This is an optimization exercise on Yosys and OpenROAD, whose aim is small area, a short achievable clock period and few clock cycles per item, not a production implementation.
Only simulation tests tie the RTL to the original design; equivalence was not proved.
Power is estimated from default activity; no workload was simulated.

==> ember: inputs <==
Design matrix_multiply_10x10_pipelined, start of the top module:
module matrix_multiply_10x10_pipelined(
    input wire clk,
    input wire reset,
    input wire start,
    input wire [799:0] A,
    input wire [799:0] B,
    output reg [799:0] C,
    output reg done
);
export LEC_CHECK = 0
export CAP_MARGIN = 20
export CORE_AREA = 130 130 710 710
export DIE_AREA = 0 0 840 840
export SLEW_MARGIN = 20
export SYNTH_HIERARCHICAL = 1
create_clock -name core_clock -period 12.0 [get_ports {clk}]
standard.sh (not shown) runs the stock make flow with config.mk's settings and CLKGATE_MAP_FILE= SYNTH_SCRIPT=/design/flow/synth_recipe.tcl, a recipe that flattens the netlist after the stock synthesis.
==> flow/flow/run.sh <==
#!/bin/bash
# The standard layout (the standard.sh, all its steps), with:
#  - the port buffers that every port gets made buf_2 cells.
# make's full output goes to standard.log.
set -euo pipefail
bash standard.sh SETUP_SLACK_MARGIN=8.5 \
  "BUFFER_PORTS_ARGS=-buffer_cell sky130_fd_sc_hd__buf_2" \
  finish > standard.log 2>&1
==> violet (differences from ember) <==
--- a/flow/flow/run.sh
+++ b/flow/flow/run.sh
@@ -4,5 +4,5 @@
 # make's full output goes to standard.log.
 set -euo pipefail
-bash standard.sh SETUP_SLACK_MARGIN=8.5 \
+bash standard.sh SETUP_SLACK_MARGIN=7.9 \
   "BUFFER_PORTS_ARGS=-buffer_cell sky130_fd_sc_hd__buf_2" \
   finish > standard.log 2>&1
==> summary.txt <==
item	violet	ember
Result of the run	timing/DRC/antenna clean	timing/DRC/antenna clean
Wire length after detailed routing	1023000 um	1029000 um
Post-CTS Resized	30	4731
Routability cong.	0.9818	0.9924
Register fraction of the total cell area	25.26%	22.13%
GR met3 Demand/Resource	16.16%	17.35%
Final worst path period share	34.40%	33.42%
Final-layout clock-cell area share	3.905%	3.463%
Critical Path Max Stage Delay	500 ps	350 ps
Sequential standard cell area	35550 sq um	35560 sq um
Crit path max fanout	7	3
Clock group	5.23 mW	5.34 mW
Clock Skews	108.9 ps	80.22 ps
Global-route wire length before repair	1226000 um	1234000 um
Testbench counts of ember, summed over its fixed seeds: cycles 576, items 48.
Testbench counts of violet, summed over its fixed seeds: cycles 576, items 48.

* * *

==> inputs of pepper <==
Another version of the RTL of matrix_multiply_10x10_pipelined (not shown whole).
export LEC_CHECK = 0
export CAP_MARGIN = 20
export CORE_AREA = 130 130 710 710
export DIE_AREA = 0 0 840 840
export SLEW_MARGIN = 20
export SYNTH_HIERARCHICAL = 1
create_clock -name core_clock -period 12.0 [get_ports {clk}]
==> flow/flow/run.sh <==
#!/bin/bash
# The standard layout (the standard.sh, all its steps), with:
#  - the port buffers that every port gets made buf_2 cells.
# make's full output goes to standard.log.
set -euo pipefail
bash standard.sh SETUP_SLACK_MARGIN=7.9 \
  "BUFFER_PORTS_ARGS=-buffer_cell sky130_fd_sc_hd__buf_2" \
  finish > standard.log 2>&1
==> inputs of indigo, as changes to pepper <==
--- a/flow/flow/run.sh
+++ b/flow/flow/run.sh
@@ -4,5 +4,5 @@
 # make's full output goes to standard.log.
 set -euo pipefail
-bash standard.sh SETUP_SLACK_MARGIN=7.9 \
+bash standard.sh SETUP_SLACK_MARGIN=8.1 \
   "BUFFER_PORTS_ARGS=-buffer_cell sky130_fd_sc_hd__buf_2" \
   finish > standard.log 2>&1
==> summary of the runs <==
Sequential power is about the same in indigo and pepper. Between pepper and indigo, the lower final area is in pepper (gap about 4%, measured against indigo). Against pepper, the first-iteration DRC count of indigo is lower by about 3%. In via count, indigo and pepper hardly differ. Between indigo and pepper, the lower count of clock-buffer cells in the layout is in pepper (gap 7). Synthesized cell count is the same in indigo and pepper. Global-route usage: indigo is higher than pepper (0.13 points). In sequential cell count, pepper and indigo do not differ. Between indigo and pepper, the lower critical path depth is in indigo (gap 1).
==> figures <==
                                                             indigo      pepper
Result of the run                           timing/DRC/antenna clean  timing/DRC/antenna clean
Met3 WL                                                       155 mm      151 mm
Area after detailed placement                             132000 µm²  132000 µm²
Initial drt markers                                            11900       12300
Highest clock frequency the design can meet                  251 MHz     241 MHz
Met2 track utilization from global routing                     41.8%       41.1%
Met1 track demand over resource                                21.3%       21.9%
Area occupied by registers                                 35900 µm²   35900 µm²
Cell total after placement                                     16100       16100
Total internal power                                         8080 µW     8220 µW
Fraction of area in registers                                  24.5%       25.5%
Finished Layout Cells                                          17600       17600
Relative contribution of sequential cells to total power       45.5%       44.9%
Final routed wire length divided by cell count               57.9 µm     57.3 µm
Psw                                                          2700 µW     2710 µW
Estimated wirelength of the detail-placed design              870 mm      871 mm
Peak per-stage delay on the critical path                    0.84 ns     0.71 ns
Overall routing resource usage                                 25.3%       25.2%
Critical path required time                                 12.81 ns    12.79 ns
Testbench counts of pepper, summed over its fixed seeds: cycles 576, items 48.
Testbench counts of indigo, summed over its fixed seeds: cycles 576, items 48.

-- port drivers added, routing unchanged --
The results above use ideal ports. As a check the final layouts listed here were re-extracted and re-timed, cells and wires unchanged. Step 1: set_driving_cell puts a clkbuf_16 on clk and a buf_2 on each other input, an assumption about the parent block. Step 2, shift: input delay + t, output delay - t, t = (earliest + latest rising clock arrival at the registers) / 2. This alone moves slack from input paths to output paths. Three values: no drivers, after step 1, after step 2; two values: the first two.
| run | shift t [ns] | setup slack, ns | worst hold slack (ns) | worst register clock-pin slew, ns | worst slew at a driven data input, ns |
|---|---|---|---|---|---|
| ember | 0.999 | 7.989 / 7.773 / 6.774 | 0.345 / 0.345 / 0.345 | 0.08 / 0.08 | 0.57 |
| violet | 1.006 | 7.872 / 7.623 / 6.617 | 0.327 / 0.327 / 0.327 | 0.08 / 0.08 | 0.51 |
| pepper | 0.982 | 7.854 / 7.666 / 6.684 | 0.339 / 0.339 / 0.339 | 0.07 / 0.07 | 0.53 |
| indigo | 1.004 | 8.018 / 7.786 / 6.781 | 0.348 / 0.348 / 0.348 | 0.08 / 0.08 | 0.61 |
After both steps every run listed still meets setup and hold. The setup slack of violet, which loses most, moves by -0.249 ns with the drivers and by -1.255 ns with both steps.
